Background: an optimization exercise with open tools, aiming at small area. Do not read the settings as production practice. Only simulation tests tie the RTL to the original design; equivalence was not proved. No driver is modelled on the clock port, so clock power and skew are understated where the tree is cut down; a real chip needs a root buffer or a tree. Power and IR drop assume default switching activity.

== run A ==
==> flow/design.v <==
module top(
		o_seg_enb,
		o_seg_dp,
		o_seg,
		o_alarm,
		i_sw0,
		i_sw1,
		i_sw2,
		i_sw3,
		clk,
		rst_n);
output	[5:0]	o_seg_enb	;
output		o_seg_dp	;
output	[6:0]	o_seg		;
output		o_alarm		;
input		i_sw0		;
input		i_sw1		;
input		i_sw2		;
input		i_sw3		;
input		clk		;
input		rst_n		;
reg	[4:0]	c0;	 
reg	[2:0]	b0;	 
reg	[4:0]	b1;	 
reg	[1:0]	b2;	 
wire	c0_w = (c0 == 5'd24);
wire	b0_w = (b0 == 3'd7);
wire	b1_w = (b1 == 5'd24);
always @(posedge clk or negedge rst_n) begin
	if (!rst_n) begin
		c0 <= 5'd0; b0 <= 3'd0; b1 <= 5'd0; b2 <= 2'd0;
	end else begin
		c0 <= c0_w ? 5'd0 : c0 + 5'd1;
		if (c0_w) begin
			b0 <= b0 + 3'd1;
			if (b0_w) begin
				b1 <= b1_w ? 5'd0 : b1 + 5'd1;
				if (b1_w) b2 <= b2 + 2'd1;
			end
		end
	end
end
wire	c0_0	= (c0 == 5'd0);
wire	clk_bit	= b2[0];	 
wire	clk_1hz	= b2[1];	 
wire	disp_p	= c0_0 & b0[0];			 
wire	sw_p	= c0_0 & (b0 == 3'd4);		 
wire	b_4	= (b0 == 3'd4);
wire	p101	= (c0 == 5'd1) & b_4;
wire	p102	= (c0 == 5'd2) & b_4;
wire	p103	= (c0 == 5'd3) & b_4;
wire	bz	= (b0 == 3'd0) & (b1 == 5'd0);
wire	mel_p	= c0_0 & bz & b2[0];		 
wire	t10000	= c0_0 & bz & (b2 == 2'd2);
wire	t10001	= (c0 == 5'd1) & bz & (b2 == 2'd2);
reg	[3:0]	d1, d2;
reg	[2:0]	d3;	 
always @(posedge clk or negedge rst_n) begin
	if (!rst_n) begin
		d1 <= 4'h0; d2 <= 4'h0; d3 <= 3'h0;
	end else if (sw_p) begin
		d1 <= ~{i_sw3, i_sw2, i_sw1, i_sw0};
		d2 <= d1;
		d3 <= {d2[3], d2[1:0]};
	end
end
wire	n2 = d1[2] & ~d2[2];		 
wire	e0 = d2[0] & ~d3[0];		 
wire	e1 = d2[1] & ~d3[1];
wire	e3 = d2[3] & ~d3[2];
reg	[1:0]	mode;
reg		pos;
reg		alarm_en;
always @(posedge clk or negedge rst_n) begin
	if (!rst_n) begin
		mode <= 2'd0; pos <= 1'b0; alarm_en <= 1'b0;
	end else if (p101) begin
		if (e0) mode <= mode[1] ? 2'd0 : mode + 2'd1;
		if (e1) pos <= ~pos;
		if (e3) alarm_en <= ~alarm_en;
	end
end
wire	[1:0]	mode_o = e0 ? (mode == 2'd0 ? 2'd2 : mode - 2'd1) : mode;
wire		pos_o  = pos ^ e1;
reg	[3:0]	so, mo, aso, amo;
reg	[2:0]	st, mt, ast, amt;
reg		maxhit;
wire	mca   = ~mode[0];		 
wire	mca_o = ~mode_o[0];
wire	ms    = (mode == 2'd1);
wire	ms_o  = (mode_o == 2'd1);
wire	ma    = (mode == 2'd2);
wire	ma_o  = (mode_o == 2'd2);
wire	tk_s   = mca   ? clk_1hz : (ms   & ~pos   & n2);
wire	tk_s_o = mca_o ? clk_1hz : (ms_o & ~pos_o & n2);
wire	tk_m   = mca   ? maxhit  : (ms   &  pos   & n2);
wire	tk_m_o = mca_o ? maxhit  : (ms_o &  pos_o & n2);
wire	tk_as   = ma   & ~pos   & n2;
wire	tk_as_o = ma_o & ~pos_o & n2;
wire	tk_am   = ma   &  pos   & n2;
wire	tk_am_o = ma_o &  pos_o & n2;
wire	ed_s102 = tk_s & ~tk_s_o;
wire	ed_s  = (t10000 & mca) | (p101 & ms & ~pos & n2) | (p102 & ed_s102);
wire	ed_m  = (t10001 & mca & maxhit) | (p101 & ms & pos & n2) |
		(p102 & tk_m & ~tk_m_o) | (p103 & mca & maxhit & ed_s102);
wire	ed_as = (p101 & tk_as) | (p102 & tk_as & ~tk_as_o);
wire	ed_am = (p101 & tk_am) | (p102 & tk_am & ~tk_am_o);
wire	so_w = (so == 4'd9);
wire	s_w  = so_w & (st == 3'd5);
always @(posedge clk or negedge rst_n) begin
	if (!rst_n) begin
		so <= 4'd0; st <= 3'd0; maxhit <= 1'b0;
	end else if (ed_s) begin
		so <= so_w ? 4'd0 : so + 4'd1;
		if (so_w) st <= (st == 3'd5) ? 3'd0 : st + 3'd1;
		maxhit <= s_w;
	end
end
always @(posedge clk or negedge rst_n) begin
	if (!rst_n) begin
		mo <= 4'd0; mt <= 3'd0;
	end else if (ed_m) begin
		mo <= (mo == 4'd9) ? 4'd0 : mo + 4'd1;
		if (mo == 4'd9) mt <= (mt == 3'd5) ? 3'd0 : mt + 3'd1;
	end
end
always @(posedge clk or negedge rst_n) begin
	if (!rst_n) begin
		aso <= 4'd0; ast <= 3'd0;
	end else if (ed_as) begin
		aso <= (aso == 4'd9) ? 4'd0 : aso + 4'd1;
		if (aso == 4'd9) ast <= (ast == 3'd5) ? 3'd0 : ast + 3'd1;
	end
end
always @(posedge clk or negedge rst_n) begin
	if (!rst_n) begin
		amo <= 4'd0; amt <= 3'd0;
	end else if (ed_am) begin
		amo <= (amo == 4'd9) ? 4'd0 : amo + 4'd1;
		if (amo == 4'd9) amt <= (amt == 3'd5) ? 3'd0 : amt + 3'd1;
	end
end
reg		al;
always @(posedge clk or negedge rst_n) begin
	if (!rst_n) al <= 1'b0;
	else al <= ({st, so, mt, mo} == {ast, aso, amt, amo}) ? alarm_en : (al & alarm_en);
end
reg	[2:0]	dg;
always @(posedge clk or negedge rst_n) begin
	if (!rst_n) dg <= 3'd0;
	else if (disp_p) dg <= {~dg[0], dg[2:1]};
end
wire	g0 = ~dg[2] & ~dg[0];
wire	g1 =  dg[2] & ~dg[1];
wire	g2 =  dg[1] & ~dg[0];
wire	g3 =  dg[2] &  dg[0];
wire	g4 = ~dg[2] &  dg[1];
wire	g5 = ~dg[1] &  dg[0];
wire	[3:0]	num = ({4{g0}} & (ma ? aso : so)) |
		      ({4{g1}} & {1'b0, ma ? ast : st}) |
		      ({4{g2}} & (ma ? amo : mo)) |
		      ({4{g3}} & {1'b0, ma ? amt : mt});
reg	[6:0]	seg7;
always @(*) begin
	case (num)
		4'd0:	seg7 = 7'b111_1110;
		4'd1:	seg7 = 7'b011_0000;
		4'd2:	seg7 = 7'b110_1101;
		4'd3:	seg7 = 7'b111_1001;
		4'd4:	seg7 = 7'b011_0011;
		4'd5:	seg7 = 7'b101_1011;
		4'd6:	seg7 = 7'b101_1111;
		4'd7:	seg7 = 7'b111_0000;
		4'd8:	seg7 = 7'b111_1111;
		4'd9:	seg7 = 7'b111_0011;
		default:seg7 = 7'b000_0000;
	endcase
end
assign	o_seg = (g4 | g5) ? 7'd0 : seg7;
assign	o_seg_enb = ~{g5, g4, g3, g2, g1, g0};
assign	o_seg_dp = (g0 & mode[0]) | (g1 & mode[1]);
reg	[4:0]	note;
always @(posedge clk or negedge rst_n) begin
	if (!rst_n) note <= 5'd0;
	else if (mel_p) note <= (note >= 5'd24) ? 5'd0 : note + 5'd1;
end
reg	[3:0]	th;
always @(*) begin
	case (note)
		5'd00: th = 4'd14;	 
		5'd01: th = 4'd12;	 
		5'd02: th = 4'd7;	 
		5'd03: th = 4'd8;	 
		5'd04: th = 4'd12;
		5'd05: th = 4'd13;	 
		5'd06: th = 4'd14;
		5'd07: th = 4'd14;
		5'd08: th = 4'd14;
		5'd09: th = 4'd13;
		5'd10: th = 4'd12;
		5'd11: th = 4'd10;	 
		5'd12: th = 4'd12;
		5'd13: th = 4'd14;
		5'd14: th = 4'd12;
		5'd15: th = 4'd7;
		5'd16: th = 4'd8;
		5'd17: th = 4'd12;
		5'd18: th = 4'd13;
		5'd19: th = 4'd14;
		5'd20: th = 4'd12;
		5'd21: th = 4'd12;
		5'd22: th = 4'd10;
		5'd23: th = 4'd9;	 
		default: th = 4'd8;
	endcase
end
reg	[3:0]	tc;
reg		tone;
wire	tc_hit = al & (tc >= th);
always @(posedge clk or negedge rst_n) begin
	if (!rst_n) begin
		tc <= 4'd0; tone <= 1'b0;
	end else if (tc_hit) begin
		tc <= 4'd0; tone <= ~tone;
	end else if (tc != 4'd15) begin
		tc <= tc + 4'd1;
	end
end
assign	o_alarm = tone & al & clk_bit;
endmodule
clock: 20.0 ns
lec_check: 0
cap_margin: 20
core_margin: 2
core_utilization: 60
slew_margin: 20
standard.sh (not shown) runs the stock make flow with config.mk's settings and CLKGATE_MAP_FILE= SYNTH_SCRIPT=/design/flow/synth_recipe.tcl, a recipe that flattens the netlist after the stock synthesis.
==> flow/flow/run.sh <==
#!/bin/bash
# Own layout flow: the standard synthesis, then its combinational logic re-mapped
# for area (registers untouched), then the standard layout steps from floorplan on.
set -euo pipefail
W=$PWD
F=$W/flow
R=$W/orfs/results/$FLOW_PLATFORM/top/base
PLAT=$FLOW_HOME/platforms/$FLOW_PLATFORM

bash standard.sh synth > $W/log_1_standard_synth.log 2>&1
cp $R/1_2_yosys.v $W/1_2_yosys.standard.v

printf 'set_driving_cell sky130_fd_sc_hd__buf_1\nset_load 5\n' > $W/abc.constr
export RS_LIB=$PLAT/lib/sky130_fd_sc_hd__tt_025C_1v80.lib
export RS_IN=$W/1_2_yosys.standard.v
export RS_OUT=$W/1_2_yosys.resyn.v
export RS_TOP=$FLOW_TOP
export RS_ABC=$F/area.abc
export RS_CONSTR=$W/abc.constr
export RS_PERIOD_PS=$(python3 -c "print(int(round($FLOW_PERIOD_NS*1000)))")
export RS_DONT_USE="$(sed -n '/DONT_USE_CELLS/,/^$/p' $PLAT/config.mk | grep -o 'sky130_fd_sc_hd__[a-z0-9_]*' | tr '\n' ' ')"
yosys -c $F/resyn.tcl > $W/log_2_resyn.log 2>&1
cp $RS_OUT $R/1_2_yosys.v

bash standard.sh do-1_synth > $W/log_3_synth_odb.log 2>&1
bash standard.sh \
  "BUFFER_PORTS_ARGS=-buffer_cell sky130_fd_sc_hd__buf_1" \
  "CTS_ARGS=-sink_clustering_enable -repair_clock_nets -dont_use_dummy_load -buf_list sky130_fd_sc_hd__clkbuf_8 -root_buf sky130_fd_sc_hd__clkbuf_8 -sink_clustering_size 40 -sink_clustering_max_diameter 150" \
  finish > $W/log_4_standard_finish.log 2>&1
==> flow/flow/area.abc <==
strash
&get -n
&deepsyn -T 60
&put
dch -f
amap
topo
==> flow/flow/resyn.tcl <==
# Re-map the combinational logic of the standard synthesis netlist for area.
# The flip-flops stay as they are (same instances, names and cell types).
set lib $::env(RS_LIB)
yosys read_liberty -ignore_miss_func $lib
yosys read_verilog $::env(RS_IN)
yosys hierarchy -top $::env(RS_TOP)
yosys blackbox sky130_fd_sc_hd__df*
yosys flatten
yosys delete t:\$scopeinfo
yosys opt -purge
set du {}
foreach c $::env(RS_DONT_USE) { lappend du -dont_use $c }
yosys abc -script $::env(RS_ABC) -liberty $lib {*}$du -constr $::env(RS_CONSTR) -D $::env(RS_PERIOD_PS)
yosys opt_clean -purge
yosys hilomap -singleton -hicell sky130_fd_sc_hd__conb_1 HI -locell sky130_fd_sc_hd__conb_1 LO
yosys splitnets
yosys opt_clean -purge
yosys stat -liberty $lib
yosys write_verilog -noattr -noexpr -nohex -nodec $::env(RS_OUT)
--- input diff run A..run B ---
==> flow/run.sh (new file) <==
#!/bin/bash
# synth_recipe.tcl (not shown) runs the flow's synth.tcl, then flattens the netlist and writes it again
# the make line also repeats each setting of config.mk as NAME=value (left out here)
make -C /OpenROAD-flow-scripts/flow DESIGN_CONFIG=/design/flow/config.mk WORK_HOME=/design/flow/orfs CLKGATE_MAP_FILE= SYNTH_SCRIPT=/design/flow/synth_recipe.tcl finish
--- a/flow/config.mk
+++ b/flow/config.mk
@@ -10,2 +10,5 @@
 export CORE_UTILIZATION = 60
+export CTS_BUF_LIST = sky130_fd_sc_hd__clkbuf_8
+export CTS_CLUSTER_DIAMETER = 200
+export CTS_CLUSTER_SIZE = 80
 export SLEW_MARGIN = 20
removed: flow/flow/run.sh
removed: flow/flow/area.abc
removed: flow/flow/resyn.tcl
removed: flow/standard.sh
--- outcome ---
- All of run A and run B finish clean.
- Internal power of the cells ends up lower on run A.
- Final net count (higher): run B
- Run B vs. run A: design area has increased, critical path depth has decreased, clock share of power has increased, highest cell delay on the worst timing path has increased.
- [compare] base=run A new=run B: standard-cell row count saw an increase; worst setup slack after layout saw a decrease; net switching component of the power saw an increase.
Modified inputs, run C compared to run B
--- a/flow/config.mk
+++ b/flow/config.mk
@@ -9,6 +9,3 @@
 export CORE_MARGIN = 2
-export CORE_UTILIZATION = 60
-export CTS_BUF_LIST = sky130_fd_sc_hd__clkbuf_8
-export CTS_CLUSTER_DIAMETER = 200
-export CTS_CLUSTER_SIZE = 80
+export CORE_UTILIZATION = 40
 export SLEW_MARGIN = 20
### Flow results
Sequential cell count essentially unchanged between run C and run B.
Number of tapcells was higher in the run labelled run C.
Measured against run C, the placed instance count of run B comes out at 0.930 times the reference value.
Compared with run B, run C instantiates a larger number of cells.
Run C reports a higher half-perimeter wire length after detailed placement than run B does.
Run C: PASS, flow complete, no timing, DRC or antenna violations
In the tables for run B and run C, number of core rows reads higher with run C.
When run C is set beside run B, its insertion delay to the later sink of the worst-skew pair turns out to be 20 ps smaller.
Overall routed net length up 2.8% in run C wrt run B
Final critical delay including setup and external delays, run B and run C: higher on run C
| setup slack | run C vs run B | 81 ps lower |

Another version of the RTL of top (not shown whole).
Size: ~400 cells after synthesis, about 3500 sq um of cells after synthesis.
Design top, start of the top module:
module top(
		o_seg_enb,
		o_seg_dp,
		o_seg,
		o_alarm,
		i_sw0,
		i_sw1,
		i_sw2,
		i_sw3,
		clk,
		rst_n);
export LEC_CHECK = 0
export CAP_MARGIN = 20
export CORE_MARGIN = 2
export CORE_UTILIZATION = 70
export SLEW_MARGIN = 20
create_clock -name core_clock -period 20.0 [get_ports {clk}]
==> flow/flow/run.sh <==
#!/bin/bash
# Own layout flow: the standard synthesis, then its combinational logic re-mapped
# for area (registers untouched), then the standard layout steps from floorplan on.
set -euo pipefail
W=$PWD
F=$W/flow
R=$W/orfs/results/$FLOW_PLATFORM/top/base
PLAT=$FLOW_HOME/platforms/$FLOW_PLATFORM

bash standard.sh synth > $W/log_1_standard_synth.log 2>&1
cp $R/1_2_yosys.v $W/1_2_yosys.standard.v

printf 'set_driving_cell sky130_fd_sc_hd__buf_1\nset_load 5\n' > $W/abc.constr
export RS_LIB=$PLAT/lib/sky130_fd_sc_hd__tt_025C_1v80.lib
export RS_IN=$W/1_2_yosys.standard.v
export RS_TOP=$FLOW_TOP
export RS_CONSTR=$W/abc.constr
export RS_PERIOD_PS=$(python3 -c "print(int(round($FLOW_PERIOD_NS*1000)))")
export RS_DONT_USE="$(sed -n '/DONT_USE_CELLS/,/^$/p' $PLAT/config.mk | grep -o 'sky130_fd_sc_hd__[a-z0-9_]*' | tr '\n' ' ')"
# Re-map in rounds: each round runs ABC's &deepsyn with 4 random seeds in
# parallel from the best netlist so far, and keeps a result only if smaller.
area_of() { grep "Chip area for module" $1 | tail -1 | awk '{print $NF}'; }
cur=$RS_IN
cur_area=1e9
: > $W/log_2_resyn_choice.log
for round in 0 1 2; do
  for k in 1 2 3 4; do
    S=$((round * 4 + k))
    sed "s/@SEED@/$S/" $F/area.abc > $W/area_$S.abc
    ( RS_IN=$cur RS_ABC=$W/area_$S.abc RS_OUT=$W/1_2_yosys.resyn_$S.v \
        yosys -c $F/resyn.tcl > $W/log_2_resyn_$S.log 2>&1 ) &
  done
  wait
  for k in 1 2 3 4; do
    S=$((round * 4 + k))
    a=$(area_of $W/log_2_resyn_$S.log || true)
    [ -n "$a" ] || continue
    if python3 -c "import sys; sys.exit(0 if $a < $cur_area else 1)"; then
      cur_area=$a; best=$S
    fi
  done
  cur=$W/1_2_yosys.resyn_$best.v
  echo "round $round: best seed $best, area $cur_area" >> $W/log_2_resyn_choice.log
done
cp $cur $R/1_2_yosys.v

bash standard.sh do-1_synth > $W/log_3_synth_odb.log 2>&1
export OWN_FLOW_DIR=$F
export OWN_CLK_SLEW_TARGET=0.105
bash standard.sh \
  "POST_CTS_TCL=$F/post_cts.tcl" \
  "BUFFER_PORTS_ARGS=-buffer_cell sky130_fd_sc_hd__buf_1" \
  "CTS_ARGS=-sink_clustering_enable -repair_clock_nets -dont_use_dummy_load -buf_list sky130_fd_sc_hd__clkbuf_8 -root_buf sky130_fd_sc_hd__clkbuf_8 -sink_clustering_size 40 -sink_clustering_max_diameter 150" \
  finish > $W/log_4_standard_finish.log 2>&1
==> flow/flow/resyn.tcl <==
# Re-map the combinational logic of the standard synthesis netlist for area.
# The flip-flops stay as they are (same instances, names and cell types).
set lib $::env(RS_LIB)
yosys read_liberty -ignore_miss_func $lib
yosys read_verilog $::env(RS_IN)
yosys hierarchy -top $::env(RS_TOP)
yosys blackbox sky130_fd_sc_hd__*df*
yosys flatten
yosys delete t:\$scopeinfo
yosys opt -purge
set du {}
foreach c $::env(RS_DONT_USE) { lappend du -dont_use $c }
yosys abc -script $::env(RS_ABC) -liberty $lib {*}$du -constr $::env(RS_CONSTR) -D $::env(RS_PERIOD_PS)
yosys opt_clean -purge
yosys hilomap -singleton -hicell sky130_fd_sc_hd__conb_1 HI -locell sky130_fd_sc_hd__conb_1 LO
yosys splitnets
yosys opt_clean -purge
yosys stat -liberty $lib
yosys write_verilog -noattr -noexpr -nohex -nodec $::env(RS_OUT)
Other scripts of this flow, unchanged in this note and not shown: flow/flow/area.abc, flow/flow/clk_tree.tcl, flow/flow/post_cts.tcl
The first run went through all stages and came out clean.
Rerun with:
--- a/flow/flow/run.sh
+++ b/flow/flow/run.sh
@@ -20,9 +20,12 @@
 # Re-map in rounds: each round runs ABC's &deepsyn with 4 random seeds in
 # parallel from the best netlist so far, and keeps a result only if smaller.
+# Stop after 8 rounds, or after 2 rounds in a row without a smaller result.
 area_of() { grep "Chip area for module" $1 | tail -1 | awk '{print $NF}'; }
 cur=$RS_IN
 cur_area=1e9
+stale=0
 : > $W/log_2_resyn_choice.log
-for round in 0 1 2; do
+for round in 0 1 2 3 4 5 6 7; do
+  improved=0
   for k in 1 2 3 4; do
     S=$((round * 4 + k))
@@ -37,9 +40,11 @@
     [ -n "$a" ] || continue
     if python3 -c "import sys; sys.exit(0 if $a < $cur_area else 1)"; then
-      cur_area=$a; best=$S
+      cur_area=$a; best=$S; improved=1
     fi
   done
   cur=$W/1_2_yosys.resyn_$best.v
   echo "round $round: best seed $best, area $cur_area" >> $W/log_2_resyn_choice.log
+  if [ $improved = 1 ]; then stale=0; else stale=$((stale + 1)); fi
+  [ $stale -ge 2 ] && break
 done
 cp $cur $R/1_2_yosys.v
The changed run ran to the end with no violations.
Core utilization increases by 0.24 points.
Sequential share of layout area decreases by 0.15 points.
Design area increases by 0.30%.
Die area increases by 0.31%.
Power increases by 0.45%.
Via count increases by 0.93%.
Maximum frequency increases by 4.5%.
Sequential power barely changes.
Rerun with:
==> flow/flow/run.sh (replaced) <==
#!/bin/bash
# Own layout flow: the standard synthesis, then its combinational logic re-mapped
# for area (registers untouched), then the standard layout steps from floorplan on.
set -euo pipefail
W=$PWD
F=$W/flow
R=$W/orfs/results/$FLOW_PLATFORM/top/base
PLAT=$FLOW_HOME/platforms/$FLOW_PLATFORM

bash standard.sh synth > $W/log_1_standard_synth.log 2>&1
cp $R/1_2_yosys.v $W/1_2_yosys.standard.v

printf 'set_driving_cell sky130_fd_sc_hd__buf_1\nset_load 5\n' > $W/abc.constr
export RS_LIB=$PLAT/lib/sky130_fd_sc_hd__tt_025C_1v80.lib
export RS_IN=$W/1_2_yosys.standard.v
export RS_TOP=$FLOW_TOP
export RS_CONSTR=$W/abc.constr
export RS_PERIOD_PS=$(python3 -c "print(int(round($FLOW_PERIOD_NS*1000)))")
export RS_DONT_USE="$(sed -n '/DONT_USE_CELLS/,/^$/p' $PLAT/config.mk | grep -o 'sky130_fd_sc_hd__[a-z0-9_]*' | tr '\n' ' ')"
# one re-mapping per random seed of ABC's &deepsyn, in parallel; keep the smallest
for S in 1 2 3 4; do
  sed "s/@SEED@/$S/" $F/area.abc > $W/area_$S.abc
  ( RS_ABC=$W/area_$S.abc RS_OUT=$W/1_2_yosys.resyn_$S.v \
      yosys -c $F/resyn.tcl > $W/log_2_resyn_$S.log 2>&1 ) &
done
wait
best=$(for S in 1 2 3 4; do
  a=$(grep "Chip area for module" $W/log_2_resyn_$S.log | tail -1 | awk '{print $NF}')
  [ -n "$a" ] && echo "$a $S"
done | sort -g | head -1 | awk '{print $2}')
echo "resyn seed $best" > $W/log_2_resyn_choice.log
cp $W/1_2_yosys.resyn_$best.v $R/1_2_yosys.v

bash standard.sh do-1_synth > $W/log_3_synth_odb.log 2>&1
export OWN_FLOW_DIR=$F
export OWN_CLK_SLEW_TARGET=0.105
bash standard.sh \
  "POST_CTS_TCL=$F/post_cts.tcl" \
  "BUFFER_PORTS_ARGS=-buffer_cell sky130_fd_sc_hd__buf_1" \
  "CTS_ARGS=-sink_clustering_enable -repair_clock_nets -dont_use_dummy_load -buf_list sky130_fd_sc_hd__clkbuf_8 -root_buf sky130_fd_sc_hd__clkbuf_8 -sink_clustering_size 40 -sink_clustering_max_diameter 150" \
  finish > $W/log_4_standard_finish.log 2>&1
Settings changed: CORE_UTILIZATION 70 to 85.
Now the flow ended with an error in global placement without I/O, error GPL-0301; area after synthesis climbs slightly; synthesized cell count is higher by a few percent.
Rerun with:
Settings changed: CORE_UTILIZATION 85 to 70.
Now the flow produced a clean layout.
Synthesized area hardly moves.
Synthesized cell count is lower by about 2.4%.
Rerun with:
Settings changed: CELL_PAD_IN_SITES_DETAIL_PLACEMENT from default to 0, CELL_PAD_IN_SITES_GLOBAL_PLACEMENT from default to 0, CORE_UTILIZATION 70 to 85.
What happened: With this change the flow did not get past global placement without I/O. Area after synthesis stays flat. Synthesized cell count rises by 2.2%.
In the first, second and fourth runs of this note the design's own scripts or RTL, not TritonCTS, make the clock network.

==> re-timing with driven ports <==
How much do the figures lean on ideal ports? The routed layouts below were timed once more, with nothing changed but the port constraints. Step 1: set_driving_cell puts a clkbuf_16 on clk and a buf_2 on each other input, an assumption about the parent block. Step 2 moves the port delays by t, midway between the first and last clock arrival at a register: inputs arrive t later, outputs are due t later. That takes back most of the time a late clock gives input paths. Three values: no drivers, after step 1, after step 2; two values: the first two.
| run | shift t [ns] | slack for setup (ns) | worst register clock-pin slew, ns | worst data-port slew with drivers (ns) | cell pins on the clock port's net |
|---|---|---|---|---|---|
| run A | 0.364 | 12.868 / 12.839 / 13.203 | 0.08 / 0.08 | 0.03 | 1 |
| run B | 0.377 | 12.248 / 12.217 / 12.593 | 0.08 / 0.08 | 0.03 | 1 |
| run C | 0.366 | 12.167 / 12.130 / 12.497 | 0.06 / 0.06 | 0.03 | 1 |
| the first run of note 2 | 0.409 | 12.378 / 12.353 / 12.762 | 0.10 / 0.10 | 0.03 | 1 |
| the second run of note 2 | 0.446 | 12.706 / 12.678 / 13.124 | 0.11 / 0.11 | 0.03 | 1 |
| the fourth run of note 2 | 0.448 | 12.273 / 12.244 / 12.692 | 0.11 / 0.11 | 0.03 | 1 |
After both steps every run listed still meets setup and hold.
